This is an optimization exercise on Yosys and OpenROAD, whose aim is small area, a short achievable clock period and few clock cycles, not a production implementation. Where RTL was checked, it was by simulation tests only, not by an equivalence proof against the original.

==> v22 <==
## M1
module M1 (
   input  logic         Clock,
   input  logic         Resetn,
   input  logic         start,
   output logic         done,
   input  logic  [15:0] SRAM_read_data,
   output logic  [17:0] SRAM_address,
   output logic  [15:0] SRAM_write_data,
   output logic         SRAM_we_n
);
localparam [17:0] BASE_U   = 18'd13824;
localparam [17:0] BASE_V   = 18'd20736;
localparam [17:0] BASE_RGB = 18'd220672;
localparam [1:0] S_IDLE = 2'd0, S_FILL = 2'd1, S_RUN = 2'd2;
logic [1:0]  state;
logic [2:0]  ph;         
logic [6:0]  mc;         
logic [4:0]  fo;         
logic [13:0] YP;         
logic [12:0] CP;         
logic [17:0] WP;         
logic [7:0]  win [0:19];
logic [7:0]  UB;
logic [15:0] VB;
logic [15:0] Yr;
logic [7:0]  Up, Vp, B0h;
logic [8:0]  ps0, ps1, ps2, ps3, ps4;
logic [9:0]  ps24;
logic [8:0]  fs0, fs1, fs3, fs4;
logic [9:0]  fs24;
logic [21:0] Fs, FrowA, FrowB, FrA, FrB;
logic [7:0]  Fc;
  ...
clock: 14.0 ns
lec_check: 0
abc_clock_period_in_ps: 4000
cap_margin: 20
core_margin: 2
core_utilization: 55
setup_slack_margin: 5
slew_margin: 20
run.sh (not shown) runs the stock make flow with config.mk's settings and CLKGATE_MAP_FILE= SYNTH_SCRIPT=/design/flow/synth_recipe.tcl, a recipe that flattens the netlist after the stock synthesis.
==> v1: changes against v22 <==
--- a/flow/design.v
+++ b/flow/design.v
@@ -19,35 +19,26 @@
 logic [6:0]  mc;         
 logic [4:0]  fo;         
 logic [13:0] YP;         
 logic [12:0] CP;         
 logic [17:0] WP;         
 logic [7:0]  win [0:19];
-logic [7:0]  UB;
-logic [15:0] VB;
+logic [15:0] UB;
+logic [7:0]  VB;
 logic [15:0] Yr;
 logic [7:0]  Up, Vp, B0h;
-logic [8:0]  ps0, ps1, ps2, ps3, ps4;
-logic [9:0]  ps24;
-logic [8:0]  fs0, fs1, fs3, fs4;
+logic [8:0]  fs0, fs1, fs2, fs3, fs4;
 logic [9:0]  fs24;
 logic [21:0] Fs, FrowA, FrowB, FrA, FrB;
 logic [7:0]  Fc;
-assign ps0 = {1'b0, win[1]} + {1'b0, win[19]};
-assign ps1 = {1'b0, win[3]} + {1'b0, win[17]};
-assign ps2 = {1'b0, win[5]} + {1'b0, win[15]};
-assign ps3 = {1'b0, win[7]} + {1'b0, win[13]};
-assign ps4 = {1'b0, win[9]} + {1'b0, win[11]};
-assign ps24 = {1'b0, ps2} + {1'b0, ps4};
-always_ff @(posedge Clock) begin
-   fs0 <= ps0;
-   fs1 <= ps1;
-   fs3 <= ps3;
-   fs4 <= ps4;
-   fs24 <= ps24;
-end
+assign fs0 = {1'b0, win[0]} + {1'b0, win[18]};
+assign fs1 = {1'b0, win[2]} + {1'b0, win[16]};
+assign fs2 = {1'b0, win[4]} + {1'b0, win[14]};
+assign fs3 = {1'b0, win[6]} + {1'b0, win[12]};
+assign fs4 = {1'b0, win[8]} + {1'b0, win[10]};
+assign fs24 = {1'b0, fs2} + {1'b0, fs4};
 logic [8:0]  nfs0, nfs1, nfs3, nfs4;
 logic [9:0]  nfs24;
 assign nfs0 = ~fs0;
 assign nfs1 = ~fs1;
 assign nfs3 = ~fs3;
 assign nfs4 = ~fs4;
@@ -263,19 +254,17 @@
 assign Fs = FrA + FrB;
 assign Fc = Fs[21] ? 8'h00 : Fs[20] ? 8'hFF : Fs[19:12];
 logic        odd_sel;
 logic [7:0]  Yi, Ui, Vi;
 logic [24:0] Rs, Gs;
 logic [25:0] Bs;
-logic [9:0]  Rr, Gr;
-logic [10:0] Br;
 logic [7:0]  Rc, Gc, Bc;
 always_ff @(posedge Clock) begin
    Yi <= odd_sel ? Yr[7:0] : Yr[15:8];
-   Ui <= odd_sel ? Up : win[8];
-   Vi <= odd_sel ? Vp : win[7];
+   Ui <= odd_sel ? Up : win[7];
+   Vi <= odd_sel ? Vp : win[8];
 end
 logic [7:0]  nYi, nUi, nVi;
 assign nYi = ~Yi;
 assign nUi = ~Ui;
 assign nVi = ~Vi;
 logic px1, px2, px3, px4, px5, px6, px7, px8, px9, px10, px11, px12, px13, px14, px15, px16;
@@ -818,105 +807,99 @@
 assign px506 = (px459 & px458) | (1'b1 & (px459 ^ px458));
 assign px507 = px461 ^ px460 ^ 1'b1;
 assign px508 = (px461 & px460) | (1'b1 & (px461 ^ px460));
 assign Rs = {1'b1, px173, px171, px169, px167, px165, px163, px161, px159, px157, px155, px153, px151, px149, px147, px145, px143, px141, px139, px137, px135, px133, px131, px129, 1'b0} + {px174, px172, px170, px168, px166, px164, px162, px160, px158, px156, px154, px152, px150, px148, px146, px144, px142, px140, px138, px136, px134, px132, px130, 1'b1, 1'b0};
 assign Gs = {1'b1, px383, px381, px379, px377, px375, px373, px371, px369, px367, px365, px363, px361, px359, px357, px355, px353, px351, px349, px347, px345, px343, px341, px339, nUi[0]} + {px384, px382, px380, px378, px376, px374, px372, px370, px368, px366, px364, px362, px360, px358, px356, px354, px352, px350, px348, px346, px344, px342, px340, 1'b1, 1'b1};
 assign Bs = {1'b1, px462, px507, px505, px503, px501, px499, px497, px495, px493, px491, px489, px487, px485, px483, px481, px479, px477, px475, px473, px471, px469, px467, px465, px463, Ui[0]} + {1'b0, px508, px506, px504, px502, px500, px498, px496, px494, px492, px490, px488, px486, px484, px482, px480, px478, px476, px474, px472, px470, px468, px466, px464, 1'b1, 1'b0};
-always_ff @(posedge Clock) begin
-   Rr <= Rs[24:15];
-   Gr <= Gs[24:15];
-   Br <= Bs[25:15];
-end
-assign Rc = Rr[9] ? 8'h00 : Rr[8] ? 8'hFF : Rr[7:0];
-assign Gc = Gr[9] ? 8'h00 : Gr[8] ? 8'hFF : Gr[7:0];
-assign Bc = Br[10] ? 8'h00 : (Br[9] | Br[8]) ? 8'hFF : Br[7:0];
+assign Rc = Rs[24] ? 8'h00 : Rs[23] ? 8'hFF : Rs[22:15];
+assign Gc = Gs[24] ? 8'h00 : Gs[23] ? 8'hFF : Gs[22:15];
+assign Bc = Bs[25] ? 8'h00 : (Bs[24] | Bs[23]) ? 8'hFF : Bs[22:15];
 logic run, fill;
 logic m_neg;           
 logic m_odd;           
 logic [6:0] m;         
 logic last_row;
 assign run   = (state == S_RUN);
 assign fill  = (state == S_FILL);
 assign m_neg = (mc == 7'd0);
 assign m     = mc - 7'd1;
 assign m_odd = ~mc[0];
 assign last_row = CP[12] & CP[11] & CP[9] & CP[8];    
-localparam [2:0] SH_NONE = 3'd0, SH_BUS = 3'd1, SH_VBH = 3'd2, SH_VBL = 3'd3,
-                 SH_UB = 3'd4, SH_CLAMP = 3'd5;
+localparam [2:0] SH_NONE = 3'd0, SH_BUS = 3'd1, SH_UBH = 3'd2, SH_UBL = 3'd3,
+                 SH_VB = 3'd4, SH_CLAMP = 3'd5;
 logic [2:0] sh;
 logic ub_ld, vb_ld, y_ld, up_ld, vp_ld;
 always_comb begin
    sh = SH_NONE;
    ub_ld = 1'b0; vb_ld = 1'b0; y_ld = 1'b0; up_ld = 1'b0; vp_ld = 1'b0;
    odd_sel = 1'b1;
    if (run) begin
       case (ph)
-         3'd0: up_ld = 1'b1;
-         3'd1: ;
+         3'd0: begin odd_sel = 1'b0; vp_ld = 1'b1; end
          3'd2: begin
             if (mc == 7'd96) begin               
-               sh = SH_BUS; vb_ld = 1'b1;
-            end else if (!m_odd && m <= 7'd88 && !m_neg) begin
                sh = SH_BUS; ub_ld = 1'b1;
+            end else if (!m_odd && m <= 7'd88 && !m_neg) begin
+               sh = SH_BUS; vb_ld = 1'b1;
             end else if (m_odd && (m_neg || m <= 7'd89)) begin
-               sh = SH_UB;
+               sh = SH_VB;
             end else
                sh = SH_CLAMP;
-            if (m_odd && (m_neg || m <= 7'd87)) vb_ld = 1'b1;
+            if (m_odd && (m_neg || m <= 7'd87)) ub_ld = 1'b1;
          end
          3'd3: begin
             y_ld = 1'b1;
             if (mc == 7'd96) begin               
-               sh = SH_BUS; ub_ld = 1'b1;
+               sh = SH_BUS; vb_ld = 1'b1;
             end else if (m_odd && (m_neg || m <= 7'd87))
-               sh = SH_VBH;
+               sh = SH_UBH;
             else if (!m_odd && m <= 7'd88)
-               sh = SH_VBL;
+               sh = SH_UBL;
             else
                sh = SH_CLAMP;
          end
-         default: begin  
-            vp_ld = 1'b1;
-            odd_sel = 1'b0;
+         3'd4: begin
+            up_ld = 1'b1;
             if (mc == 7'd96) sh = SH_CLAMP;      
          end
+         default: ;
       endcase
    end else if (fill) begin
       case (fo)
-         5'd2:  begin sh = SH_BUS; vb_ld = 1'b1; end    
-         5'd3:  begin sh = SH_BUS; ub_ld = 1'b1; end    
-         5'd12: sh = SH_VBL;                            
-         5'd13: sh = SH_UB;                             
-         5'd14: begin sh = SH_BUS; vb_ld = 1'b1; end    
-         5'd15: begin sh = SH_BUS; ub_ld = 1'b1; end    
-         5'd16: sh = SH_VBL;                            
-         5'd17: sh = SH_UB;                             
-         5'd18: begin sh = SH_BUS; vb_ld = 1'b1; end    
-         5'd19: begin sh = SH_BUS; ub_ld = 1'b1; end    
-         5'd20: sh = SH_VBL;                            
+         5'd2:  begin sh = SH_BUS; ub_ld = 1'b1; end    
+         5'd3:  begin sh = SH_BUS; vb_ld = 1'b1; end    
+         5'd12: sh = SH_UBL;                            
+         5'd13: sh = SH_VB;                             
+         5'd14: begin sh = SH_BUS; ub_ld = 1'b1; end    
+         5'd15: begin sh = SH_BUS; vb_ld = 1'b1; end    
+         5'd16: sh = SH_UBL;                            
+         5'd17: sh = SH_VB;                             
+         5'd18: begin sh = SH_BUS; ub_ld = 1'b1; end    
+         5'd19: begin sh = SH_BUS; vb_ld = 1'b1; end    
+         5'd20: sh = SH_UBL;                            
          default: if (fo >= 5'd4) sh = SH_CLAMP;
       endcase
    end
 end
 logic [7:0] sh_in;
 always_comb begin
    case (sh)
       SH_BUS:  sh_in = SRAM_read_data[15:8];
-      SH_VBH:  sh_in = VB[15:8];
-      SH_VBL:  sh_in = VB[7:0];
-      SH_UB:   sh_in = UB;
+      SH_UBH:  sh_in = UB[15:8];
+      SH_UBL:  sh_in = UB[7:0];
+      SH_VB:   sh_in = VB;
       default: sh_in = win[18];
    endcase
 end
 always_ff @(posedge Clock) begin
    if (sh != SH_NONE) begin
       for (int i = 0; i < 19; i++) win[i] <= win[i+1];
       win[19] <= sh_in;
    end
-   if (ub_ld) UB <= SRAM_read_data[7:0];
-   if (vb_ld) VB <= SRAM_read_data;
+   if (ub_ld) UB <= SRAM_read_data;
+   if (vb_ld) VB <= SRAM_read_data[7:0];
    if (y_ld)  Yr <= SRAM_read_data;
    if (up_ld) Up <= Fc;
    if (vp_ld) Vp <= Fc;
    B0h <= Bc;
    case (ph)
       3'd1:    SRAM_write_data <= {Rc, Gc};
@@ -955,24 +938,24 @@
       S_IDLE: begin
          if (start) begin
             fo <= 5'd0;
             YP <= 14'd0;
             CP <= 13'd0;
             WP <= BASE_RGB;
-            SRAM_address <= BASE_V;               
+            SRAM_address <= BASE_U;               
          end
       end
       S_FILL: begin
          fo <= fo + 5'd1;
          case (fo)
-            5'd0:  begin SRAM_address <= BASE_U + CP; CP <= CP + 13'd1; end
-            5'd11: SRAM_address <= BASE_V + CP;
-            5'd12: begin SRAM_address <= BASE_U + CP; CP <= CP + 13'd1; end
-            5'd15: SRAM_address <= BASE_V + CP;
-            5'd16: begin SRAM_address <= BASE_U + CP; CP <= CP + 13'd1; end
-            5'd20: SRAM_address <= BASE_V + CP;   
+            5'd0:  begin SRAM_address <= BASE_V + CP; CP <= CP + 13'd1; end
+            5'd11: SRAM_address <= BASE_U + CP;
+            5'd12: begin SRAM_address <= BASE_V + CP; CP <= CP + 13'd1; end
+            5'd15: SRAM_address <= BASE_U + CP;
+            5'd16: begin SRAM_address <= BASE_V + CP; CP <= CP + 13'd1; end
+            5'd20: SRAM_address <= BASE_U + CP;   
             default: ;
          endcase
          ph <= 3'd0;
          mc <= 7'd0;
       end
       default: begin  
@@ -980,13 +963,13 @@
          case (ph)
             3'd0: begin
                if (mc != 7'd96) begin
                   SRAM_address <= {4'd0, YP};
                   YP <= YP + 14'd1;
                end else if (!last_row) begin
-                  SRAM_address <= BASE_U + CP;
+                  SRAM_address <= BASE_V + CP;
                   CP <= CP + 13'd1;
                end
             end
             3'd1, 3'd2, 3'd3: begin
                if (!m_neg) begin
                   SRAM_address <= WP;
@@ -996,17 +979,17 @@
             default: begin  
                if (mc == 7'd96) begin
                   fo <= 5'd5;
                end else begin
                   mc <= mc + 7'd1;
                   if (mc == 7'd95) begin
-                     if (!last_row) SRAM_address <= BASE_V + CP;    
+                     if (!last_row) SRAM_address <= BASE_U + CP;    
                   end else if (mc[0] && mc <= 7'd87) begin
-                     SRAM_address <= BASE_V + CP;                   
-                  end else if (!mc[0] && mc <= 7'd88) begin
                      SRAM_address <= BASE_U + CP;                   
+                  end else if (!mc[0] && mc <= 7'd88) begin
+                     SRAM_address <= BASE_V + CP;                   
                      CP <= CP + 13'd1;
                   end
                end
             end
          endcase
       end
==> flow/flow/run.sh (new file) <==
#!/bin/bash
set -euo pipefail
bash standard.sh SETUP_SLACK_MARGIN=9 finish > standard_make.log 2>&1
==> flow/standard.sh (new file) <==
#!/bin/bash
# synth_recipe.tcl (not shown) runs the flow's synth.tcl, then flattens the netlist and writes it again
# the make line also repeats each setting of config.mk as NAME=value (left out here)
make -C /OpenROAD-flow-scripts/flow DESIGN_CONFIG=/design/flow/config.mk WORK_HOME=/design/flow/orfs CLKGATE_MAP_FILE= SYNTH_SCRIPT=/design/flow/synth_recipe.tcl "${@:-finish}"
removed: flow/run.sh
==> run notes <==
item                                                                             v22              v1
Outcome                                                               finished clean  finished clean
Setup repair after global routing missed its margin                            false            true
Proportion of synthesized area in mux cells                                  0.00516          0.0155
Critical path's largest stage delay                                           550 ps          580 ps
First-pass GRT wire length                                                  98300 µm       100000 µm
Post-synth net total                                                            2941            2888
Via count normalized by instance count                                          5.26            5.54
Sequential portion of the cell area                                            0.392           0.339
Count of placed standard cells in the final layout, fillers left out            3205            3184
Number of CTS-inserted buffers                                                    50              42
Share of the synthesized area in the top cell type                             0.311           0.330
Fraction of standard cell area in multi-input logic                            0.441           0.481
Placed wire-length estimate                                                 47600 µm        48500 µm
Met2 routed WL                                                              27700 µm        30300 µm
Testbench counts of v22, summed over its fixed seeds: cycles 432,900.
The RTL of v1 was laid out without a check of its function.

what the ideal ports hide:
The flow's constraints put no driver on any port. The routed layouts listed below were extracted and timed again, unchanged, in two steps. Step 1: set_driving_cell puts a clkbuf_16 on Clock and a buf_2 on each other input, an assumption about the parent block. Step 2, shift: input delay + t, output delay - t, t = (earliest + latest rising clock arrival at the registers) / 2. This alone moves slack from input paths to output paths. Slacks: ideal ports / drivers / drivers and shift; pairs: ideal ports / drivers.
run	shift t [ns]	setup WS [ns]	hold WS [ns]	worst setup path at the end	worst register clock-pin slew, ns
v22	0.645	7.727 / 7.727 / 7.727	0.357 / 0.357 / 0.357	register to register	0.06 / 0.06
v1	0.621	8.075 / 8.075 / 8.075	0.413 / 0.413 / 0.413	register to register	0.07 / 0.07
After both steps every run listed still meets setup and hold.
